From an optimization exercise on the open Yosys and OpenROAD flow, aimed at small area; shortcuts taken in it are not production practice.
In this exercise RTL edits were held to simulation tests only and were not proved equivalent to the original.
Power figures rest on the tool's default switching activity, not on a simulated workload.

==> design/flow/design.v <==
`timescale 1ns/ 1ps
module color_tracker
(
    input   wire        clk         ,
    input   wire        rst_n       ,
    output  wire [15:0] pix_addr    ,
    output  wire        pix_rden    ,
    input   wire [15:0] pix_data    ,
    output  wire [7:0]  vga_r       ,
    output  wire [7:0]  vga_g       ,
    output  wire [7:0]  vga_b       ,
    output  reg         th_hsync    ,
    output  reg         th_vsync    ,
    output  wire [31:0] x_error     ,
    output  wire [31:0] h_error
 ) ;
function [21:0] radd;
    input [20:0] a;
    input [20:0] b;
    input        ci;
    integer i;
    reg c;
    begin
        c = ci;
        for (i = 0; i < 21; i = i + 1) begin
            radd[i] = a[i] ^ b[i] ^ c;
            c = (a[i] & b[i]) | (c & (a[i] ^ b[i]));
        end
        radd[21] = c;
    end
endfunction
function rge;
    input [15:0] a;
    input [15:0] b;
    integer i;
    reg c;
    begin
        c = 1'b1;
        for (i = 0; i < 16; i = i + 1)
            c = (a[i] & ~b[i]) | (~(a[i] ^ b[i]) & c);
        rge = c;
    end
endfunction
function [15:0] rinc;
    input [15:0] a;
    integer i;
    reg c;
    begin
        c = 1'b1;
        for (i = 0; i < 16; i = i + 1) begin
            rinc[i] = a[i] ^ c;
            c = c & a[i];
        end
    end
endfunction
reg [9:0] h;
reg [9:0] v;
wire [9:0] h_inc = rinc({6'd0, h});
wire [9:0] v_inc = rinc({6'd0, v});
wire h_end  = (h == 10'd800);
wire h_199  = (h == 10'd199);
always @(posedge clk or negedge rst_n) begin
    if (!rst_n)     h <= 10'd636;
    else if (h_end) h <= 10'd0;
    else            h <= h_inc;
end
always @(posedge clk or negedge rst_n) begin
    if (!rst_n) v <= 10'd480;
    else if (h_199) v <= (v == 10'd525) ? 10'd0 : v_inc;
end
wire h_lt195 = !rge(h, 195);
wire h_lt196 = !rge(h, 196);
wire h_lt198 = !rge(h, 198);
wire h_lt199 = !rge(h, 199);
wire h_lt200 = !rge(h, 200);
wire h_ge796 = rge(h, 796);
wire h_ge797 = rge(h, 797);
wire h_ge799 = rge(h, 799);
wire r1 = !rge(v, 164);                         
wire r2 = rge(v, 200) && !rge(v, 364);          
assign pix_rden = (h_ge796 || h_lt195) && (r1 || r2);
wire de_a = (h_end || h_lt199) && r1;
wire de_b = (h_ge799 || h_lt198) && r2;
wire de_m = h_lt200 && r1;
reg [15:0] addr;
wire addr_inc = h_ge797 || h_lt196;
wire [15:0] addr_nx = rinc(addr);
always @(posedge clk) begin
    if (!(r1 || r2))   addr <= 16'd0;
    else if (addr_inc) addr <= addr_nx;
end
assign pix_addr = (h == 10'd796) ? 16'd0 : addr;
wire h_ge5 = rge(h, 641) || h_lt200;             
always @(posedge clk or negedge rst_n) begin
    if (!rst_n) begin
        th_hsync <= 1'b0;
        th_vsync <= 1'b0;
    end else begin
        th_hsync <= rge(h, 657) && !rge(h, 753);
        th_vsync <= (v == 10'd491) || (h_ge5 ? (v == 10'd490) : (v == 10'd492));
    end
end
reg [15:0] d1, d2, d3;
always @(posedge clk) begin
    d1 <= pix_data;
    d2 <= d1;
    d3 <= d2;
end
wire [4:0] pr = d3[15:11];
wire [5:0] pg = d3[10:5];
wire [4:0] pb = d3[4:0];
wire [6:0]  r3   = radd({16'd0, pr}, {15'd0, pr, 1'b0}, 1'b0);         
wire [8:0]  g5   = radd({15'd0, pg}, {13'd0, pg, 2'b0}, 1'b0);         
wire [8:0]  s35  = radd({14'd0, r3}, {12'd0, g5}, 1'b0);               
wire [9:0]  sb   = radd({12'd0, s35}, {16'd0, pb}, 1'b0);              
wire [7:0]  b5   = radd({16'd0, pb}, {14'd0, pb, 2'b0}, 1'b0);         
wire [8:0]  b13  = radd({13'd0, b5}, {13'd0, pb, 3'b0}, 1'b0);         
wire [10:0] e3   = radd({12'd0, s35}, {10'd0, ~{2'b0, b13}}, 1'b1);    
wire [10:0] e3o  = radd({10'd0, e3}, 21'd104, 1'b0);                   
wire [7:0]  u2   = radd({16'd0, pr}, {14'd0, pg, 1'b0}, 1'b0);         
wire [8:0]  t7   = radd({14'd0, r3}, {13'd0, pb, 3'b0}, 1'b0);         
wire [8:0]  t7b  = radd({12'd0, t7}, {12'd0, ~{4'b0, pb}}, 1'b1);      
wire [11:0] c19  = radd({9'd0, u2, 4'b0}, {12'd0, t7b}, 1'b0);        
wire [9:0]  l5   = radd({12'd0, g5}, {16'd0, pb}, 1'b0);               
wire [8:0]  m11  = radd({13'd0, pr, 3'b0}, {14'd0, r3}, 1'b0);         
wire [10:0] c11  = radd({11'd0, 1'b0, m11}, {10'd0, ~{1'b0, l5}}, 1'b1);  
wire target = rge({6'd0, sb}, 16'd49) &&
              rge(16'd1764, {4'd0, c19}) &&
              rge(16'd207, {5'd0, e3o}) &&
              !c11[10] && rge({5'd0, c11}, 16'd101);
reg nb_a;        
reg nb;          
always @(posedge clk or negedge rst_n) begin
    if (!rst_n) begin
        nb_a <= 1'b0;
        nb   <= 1'b1;
    end else begin
        nb_a <= !target;
        nb   <= nb_a;
    end
end
wire [7:0] hcnt = de_m ? h[7:0] : 8'd0;
wire [7:0] vcnt = v[7:0];
wire       eol  = de_m && h_199;             
wire       v163 = (v == 10'd163);
reg [4:0] hb;    
reg [2:0] vb;    
reg [4:0] he;    
reg [2:0] ve;    
reg [8:0] cnt;   
reg       fd;
reg [7:0] x0, y0, x1, y1;
wire hb16 = (hb == 5'd16);
wire cnt_sat = (cnt == 9'd500);
wire [4:0] hb_inc  = rinc({11'd0, hb});
wire [4:0] he_inc  = rinc({11'd0, he});
wire [2:0] vb_inc  = rinc({13'd0, vb});
wire [2:0] ve_inc  = rinc({13'd0, ve});
wire [8:0] cnt_inc = rinc({7'd0, cnt});
wire [7:0] hcnt_15 = radd({13'd0, hcnt}, {13'd0, 8'd241}, 1'b0);    
wire [7:0] vcnt_4  = radd({13'd0, vcnt}, {13'd0, 8'd252}, 1'b0);    
always @(posedge clk or negedge rst_n) begin
    if (!rst_n) begin
        hb  <= 5'd0;
        vb  <= 3'd0;
        he  <= 5'd0;
        ve  <= 3'd0;
        cnt <= 9'd0;
        fd  <= 1'b0;
        x0  <= 8'd0;
        y0  <= 8'd0;
        x1  <= 8'd0;
        y1  <= 8'd0;
    end else begin
        if (!de_m)     hb <= 5'd0;
        else if (hb16) hb <= hb;
        else if (!nb)  hb <= hb_inc;
        else           hb <= 5'd0;
        if (v163)            vb <= 3'd0;
        else if (vb == 3'd5) vb <= vb;
        else if (eol)        vb <= hb16 ? vb_inc : 3'd0;
        if (!hb16)            he <= 5'd0;
        else if (he == 5'd16) he <= he;
        else if (nb)          he <= he_inc;
        else                  he <= 5'd0;
        if (vb != 3'd5)      ve <= 3'd0;
        else if (ve == 3'd5) ve <= ve;
        else if (eol)        ve <= (hb == 5'd0) ? ve_inc : 3'd0;
        if (v163 && eol)          cnt <= 9'd0;
        else if (!nb && !cnt_sat) cnt <= cnt_inc;
        if (vcnt == 8'd159 && hcnt == 8'd190) fd <= !cnt_sat;
        if (vb == 3'd4) begin
            if (hb == 5'd15) begin
                x0 <= hcnt_15;
                y0 <= vcnt_4;
            end else if (he == 5'd15) begin
                x1 <= hcnt_15;
            end
        end else if (fd) begin
            x0 <= 8'd0;
            y0 <= 8'd0;
            x1 <= 8'd0;
        end
        if (ve == 3'd4) y1 <= vcnt_4;
        else if (fd)    y1 <= 8'd0;
    end
end
reg [7:0] x0d, x1d, y0d, y1d;
always @(posedge clk or negedge rst_n) begin
    if (!rst_n) begin
        x0d <= 8'd80;
        x1d <= 8'd120;
        y0d <= 8'd0;
        y1d <= 8'd50;
    end else begin
        x0d <= x0;
        x1d <= x1;
        y0d <= y0;
        y1d <= y1;
    end
end
wire        wrap  = &x1d[7:4];                  
wire [8:0]  sx    = radd({13'd0, x0d}, {13'd0, x1d}, 1'b0);
wire [7:0]  midx  = sx[8:1];                    
wire [8:0]  sy2   = radd({13'd0, y0d}, {13'd0, y1d}, 1'b0);
wire [7:0]  midy  = sy2[8:1];
wire [9:0]  xe    = radd({13'd0, midx}, {11'd0, wrap ? 10'd796 : 10'd924}, 1'b0);
assign x_error = {{22{xe[9] & !wrap}}, xe};
wire [8:0]  dxs = radd({13'd0, x1d}, {12'd0, ~{1'b0, x0d}}, 1'b1);
wire [8:0]  dys = radd({13'd0, y1d}, {12'd0, ~{1'b0, y0d}}, 1'b1);
wire [8:0]  ma  = {dxs[8] ^ wrap, dxs[7:0]};
wire [8:0]  mb  = dys;
wire [20:0] mrow [0:8];
genvar gi, gj;
generate
    for (gi = 0; gi < 9; gi = gi + 1) begin : g_row
        wire [8:0] pp;
        for (gj = 0; gj < 9; gj = gj + 1) begin : g_bit
            if ((gi == 8) != (gj == 8)) begin : g_n
                assign pp[gj] = ~(ma[gj] & mb[gi]);
            end else begin : g_p
                assign pp[gj] = ma[gj] & mb[gi];
            end
        end
        assign mrow[gi] = {12'd0, pp} << gi;
    end
endgenerate
wire [20:0] kconst = 21'd512 - 21'd131072 - 21'd2000;
wire [20:0] wrow   = wrap ? {{1{mb[8]}}, mb, 11'd0} : 21'd0;
wire [20:0] k2     = radd(kconst, wrow, 1'b0);
wire [20:0] acc0 = radd(mrow[0], mrow[1], 1'b0);
wire [20:0] acc1 = radd(acc0, mrow[2], 1'b0);
wire [20:0] acc2 = radd(acc1, mrow[3], 1'b0);
wire [20:0] acc3 = radd(acc2, mrow[4], 1'b0);
wire [20:0] acc4 = radd(acc3, mrow[5], 1'b0);
wire [20:0] acc5 = radd(acc4, mrow[6], 1'b0);
wire [20:0] acc6 = radd(acc5, mrow[7], 1'b0);
wire [20:0] acc7 = radd(acc6, mrow[8], 1'b0);
wire [20:0] hv   = radd(acc7, k2, 1'b0);
assign h_error = {{11{hv[20]}}, hv};
wire flag0 = !rge({8'd0, x0}, {8'd0, hcnt}) && !rge({8'd0, hcnt}, {8'd0, x1});
wire flag1 = !rge({8'd0, y0}, {8'd0, vcnt}) && !rge({8'd0, vcnt}, {8'd0, y1});
wire red   = (flag0 && (vcnt == y0 || vcnt == y1)) ||
             (flag1 && (hcnt == x0 || hcnt == x1)) ||
             (!wrap && vcnt == midy && hcnt == midx);
wire white = !red && nb;
wire rw    = red || white;
reg [4:0] or_r;
reg [5:0] or_g;
reg [4:0] or_b;
reg       or_rl, or_gl;
always @(posedge clk or negedge rst_n) begin
    if (!rst_n) begin
        or_r  <= 5'd0;
        or_g  <= 6'd0;
        or_b  <= 5'd0;
        or_rl <= 1'b0;
        or_gl <= 1'b0;
    end else if (de_a) begin
        or_r  <= {5{rw}};
        or_g  <= {6{white}};
        or_b  <= {5{white}};
        or_rl <= rw;
        or_gl <= white;
    end else if (de_b) begin
        or_r  <= d3[15:11];
        or_g  <= d3[10:5];
        or_b  <= d3[4:0];
        or_rl <= 1'b0;
        or_gl <= 1'b0;
    end else begin
        or_r  <= 5'd0;
        or_g  <= 6'd0;
        or_b  <= 5'd0;
        or_rl <= 1'b0;
        or_gl <= 1'b0;
    end
end
assign vga_r = {or_r, {3{or_rl}}};
assign vga_g = {or_g, {2{or_gl}}};
assign vga_b = {or_b, {3{or_gl}}};
endmodule
==> design/flow/run.sh <==
#!/bin/bash
# synth_recipe.tcl (not shown) runs the flow's synth.tcl, then flattens the netlist and writes it again
# the make line also repeats each setting of config.mk as NAME=value (left out here)
make -C /OpenROAD-flow-scripts/flow DESIGN_CONFIG=/design/flow/config.mk WORK_HOME=/design/flow/orfs CLKGATE_MAP_FILE= SYNTH_SCRIPT=/design/flow/synth_recipe.tcl finish
==> design/flow/config.mk <==
export PLATFORM = sky130hd
export DESIGN_NAME = color_tracker
export DESIGN_NICKNAME = color_tracker
export VERILOG_FILES = /design/flow/design.v
export SDC_FILE = /design/flow/constraint.sdc
export NUM_CORES = 4
export LEC_CHECK = 0
export CAP_MARGIN = 20
export CORE_MARGIN = 2
export CORE_UTILIZATION = 40
export SLEW_MARGIN = 20
==> design/flow/constraint.sdc <==
create_clock -name core_clock -period 12.0 [get_ports {clk}]
set_input_delay 2.4000 -clock core_clock [delete_from_list [all_inputs] [get_ports {clk}]]
set_output_delay 2.4000 -clock core_clock [all_outputs]
set_load 0.01 [all_outputs]
==> results.tsv <==
metric	value	unit
status	finished with violations	
so.violations	negative setup slack	
globalRouteTotalUtil	16.9	%
pwr-share-comb	23.5	%
wl	31.3	mm
power	0.00165	W
h-tree-depth	4	
worst_slack	-3.67	ns
dpl_cell_area	16600	um^2
num_vias	9748	
ys_warn_count	1	
numPortBuffers	124	
die_area	38700	um^2
r2r-start	d3[11]$_DFF_P_	
rsz0062_at_grt	yes	
n_antenna_cell	0	
setup_viol	22	
reg2reg_to	nb_a$_DFF_PN0_	
layout.cells.most_common	inv_1	
stdcell_area	17300	um^2
min_to	d3[10]$_DFF_P_	
grt_max_degree	73	
cts_tree	yes	
power.share.sequential	41.9	%
drive_above_1_share	15.6	%
dp_hpwl	25.1	mm
synth_area_leader_cell	fa_1	
path_class	register to output port	
holdCritStartpoint	d2[10]$_DFF_P_	
start_util	40.6	%
die_width	197	um
grt_pass1_vias	10000	
reg2reg_depth	22	
area_growth	16.8	%
synth_edf_count	0	
crit_path_start_kind	register	
min_period	15.67	ns
p_sw_share	30.8	%
synth_top_area_share	21.3	%
cts_max_path_buffers	2	
cp_max_fo	6	
worst_path_largest_cell_delay	0.58	ns
clk_pin_slew	0.08	ns
synthArstFlopShare	67.3	%
firstDrtPassIters	5	
p_clk_share	34.6	%
hold_ws	0.328	ns
fp-row-count	70	
period_share	131	%
ir_worst_vdd	0.0665	mV
synthTopCellsByArea	fa_1 21%, dfrtp_1 19%, ha_1 15%, dfxtp_1 8.6%, inv_1 6.1%	
fin_skew	0.0169	ns
cts_made_buffers	17	
hold_violations	0	
crit_arrival	13.27	ns
grt_first_pass_wirelength	52.0	mm
drc	0	
synth.distinct_cells	69	
synth_fp_nets	1759	
gp_congestion	0.820	
crit_path_end_kind	output port	
power_switching	0.000509	W
ant_nets	0	
clock-root-buffer	clkbuf_16	
hold_depth	0	
hold_class	register to register	
internal_power	0.00114	W
insertion_delay	0.44	ns
clock_sinks	196	
mostFrequentLayoutCells	220 x inv_1, 178 x ha_1, 112 x dfrtp_1	
max_clock_freq	0.0638	GHz
syn_area	14900	um^2
cp.required	9.60	ns
cap_violations	0	
r2r_slack	5.51	ns
via_per_inst	4.89	
drv_slew	0	
power_density	95.2	nW/um^2
synth-seq-cells	196	
ios	125	
final.setup.tns	-64.02	ns
grt-ovfl-total	0	
worst_slew_pin_slew	1.10	ns
utilization	47.4	%
drt_iter0_drc	475	
wl_per_cell	15.7	um
dieHeight	197	um
syn_inst	1401	
nets	1871	
syn_area_per_cell	10.6	um^2
p_leak	7.87	nW
slowest_stage	fa_2	
core-area	36600	um^2
ys.flop_type	dfrtp_1	
maxSlewHeadroom	26.3	%
synth_seq_area_share	31.0	%
path_common_cell	fa_2	
antenna_found_initial	0	
-- flip-flops by register name, indices dropped and copies added (netlist names), 9 cells and up --
| signal | count |
|---|---|
| addr | 16 |
| d1 | 16 |
| d2 | 16 |
| d3 | 16 |
| h | 10 |
| v | 10 |
| cnt | 9 |
-- worst max-delay path by stage --
stage                                start           to  slack [ns]  cells past startpoint
after floorplan           x1d[0]$_DFF_PN0_  h_error[21]       -3.11                     37
after global placement    x1d[0]$_DFF_PN0_  h_error[19]       -3.78                     36
after detailed placement  x1d[0]$_DFF_PN0_  h_error[19]       -3.95                     36
after CTS                 x1d[0]$_DFF_PN0_  h_error[19]       -3.80                     36
after global routing      x1d[0]$_DFF_PN0_  h_error[25]       -4.00                     37
final                     x1d[0]$_DFF_PN0_  h_error[29]       -3.67                     37
-- cell usage after synthesis, drive strengths merged (3+ instances only) --
cell type and n:
a31oi 3, o31ai 5, o211ai 5, buf 53, o2111ai 3, nor2 55
inv 240, a211oi 4, or2 5, ha 182, nand2b 14, a32oi 4
fa 158, nand3b 5, nor3 11, and2 60, xnor2 12, nand2 77
mux2i 22, a21oi 25, clkbuf 20, nand4 18, nor2b 43, and3 10
dfxtp 64, a22o 3, nor4 16, dfrtp 112, o21ai 62, xor2 13
nand3 40, nor4bb 3, dfstp 20, o41ai 5
-- through the flow --
stage | cells | setup WS, ns
floorplan | 1401 | -3.11
global placement | 1952 | -3.78
detailed placement | 1952 | -3.95
CTS | 1989 | -3.80
global route | 1994 | -4.00
finish | 1994 | -3.67
-- power groups by stage --
stage	Clock (W)	Sequential (W)	Combinational [W]
after floorplan	0	0.000701	0.000285
after global placement	0	0.000705	0.000385
after detailed placement	0	0.000705	0.000396
after CTS	0.000588	0.000692	0.000402
after global routing	0.000612	0.000694	0.000468
final	0.000572	0.000691	0.000389
-- timing repair --
action | in CTS | in global routing
gates resized for setup | 83 | 49
endpoints found under the setup margin | 23 | 23
buffers inserted | 5 | 3
hold buffers | 0 | 0
gates cloned | 0 | 1
pin swaps | 26 | 17
-- per-layer routing --
metal	GRT usage, %	routed length (um)	vias to the layer above
met5	0	0	-
met3	2.07	895	22
met2	28.4	14800	154
met4	3.98	422	0
met1	23.6	15200	4858
li1	-	-	4714
-- critical path: cells and delay by family, from the launching register on --
kind                     cells  cell delay [ns]
flip-flops                   1             0.39
adder cells (fa/ha/maj)     29            11.81
buffers and inverters        7             0.54
AND/OR/NAND/NOR              1             0.09
-- cell type report --
class | instances | area [um^2]
fillers | 3357 | 19300
repair buffers | 165 | 1570
multi-input cells | 891 | 9060
clock buffers | 18 | 429
inverters | 241 | 910
well taps | 468 | 586
flip-flops and latches | 196 | 4610
repair inverters | 1 | 5.00
clock inverters | 14 | 175
-- logic make-up (layout without fill, tap and decap cells) --
group	after synthesis	after routing	share of synthesized area, %
and+or+nand+nor	373	373	14.0
adders and majority gates	340	340	36.6
buffers and inverters	314	439	9.39
DFF	196	196	31.0
AOI/OAI and AO/OA	130	130	5.91
xor gates and xnor gates	25	25	1.47
muxes	23	23	1.56

afterwards: timing with drivers on the ports:
The results above use ideal ports. As a check the final layout listed here was re-extracted and re-timed, cells and wires unchanged. Step 1: set_driving_cell puts a clkbuf_16 on clk and a buf_2 on each other input, an assumption about the parent block. Step 2 times the ports against the registers' clock, not the clock port: input delays grow and output delays shrink by t, the midpoint of the rising clock arrivals with the driver on. Slacks: ideal / step 1 / step 2; pairs: ideal / step 1.
shift t [ns]: 0.481
setup WS [ns]: -3.672 / -3.720 / -3.238
worst setup path after step 2: register to output
latest minus earliest clock arrival (ns): 0.017 / 0.017
The setup slack of this run moves by -0.048 ns with the drivers and by +0.434 ns with both steps.
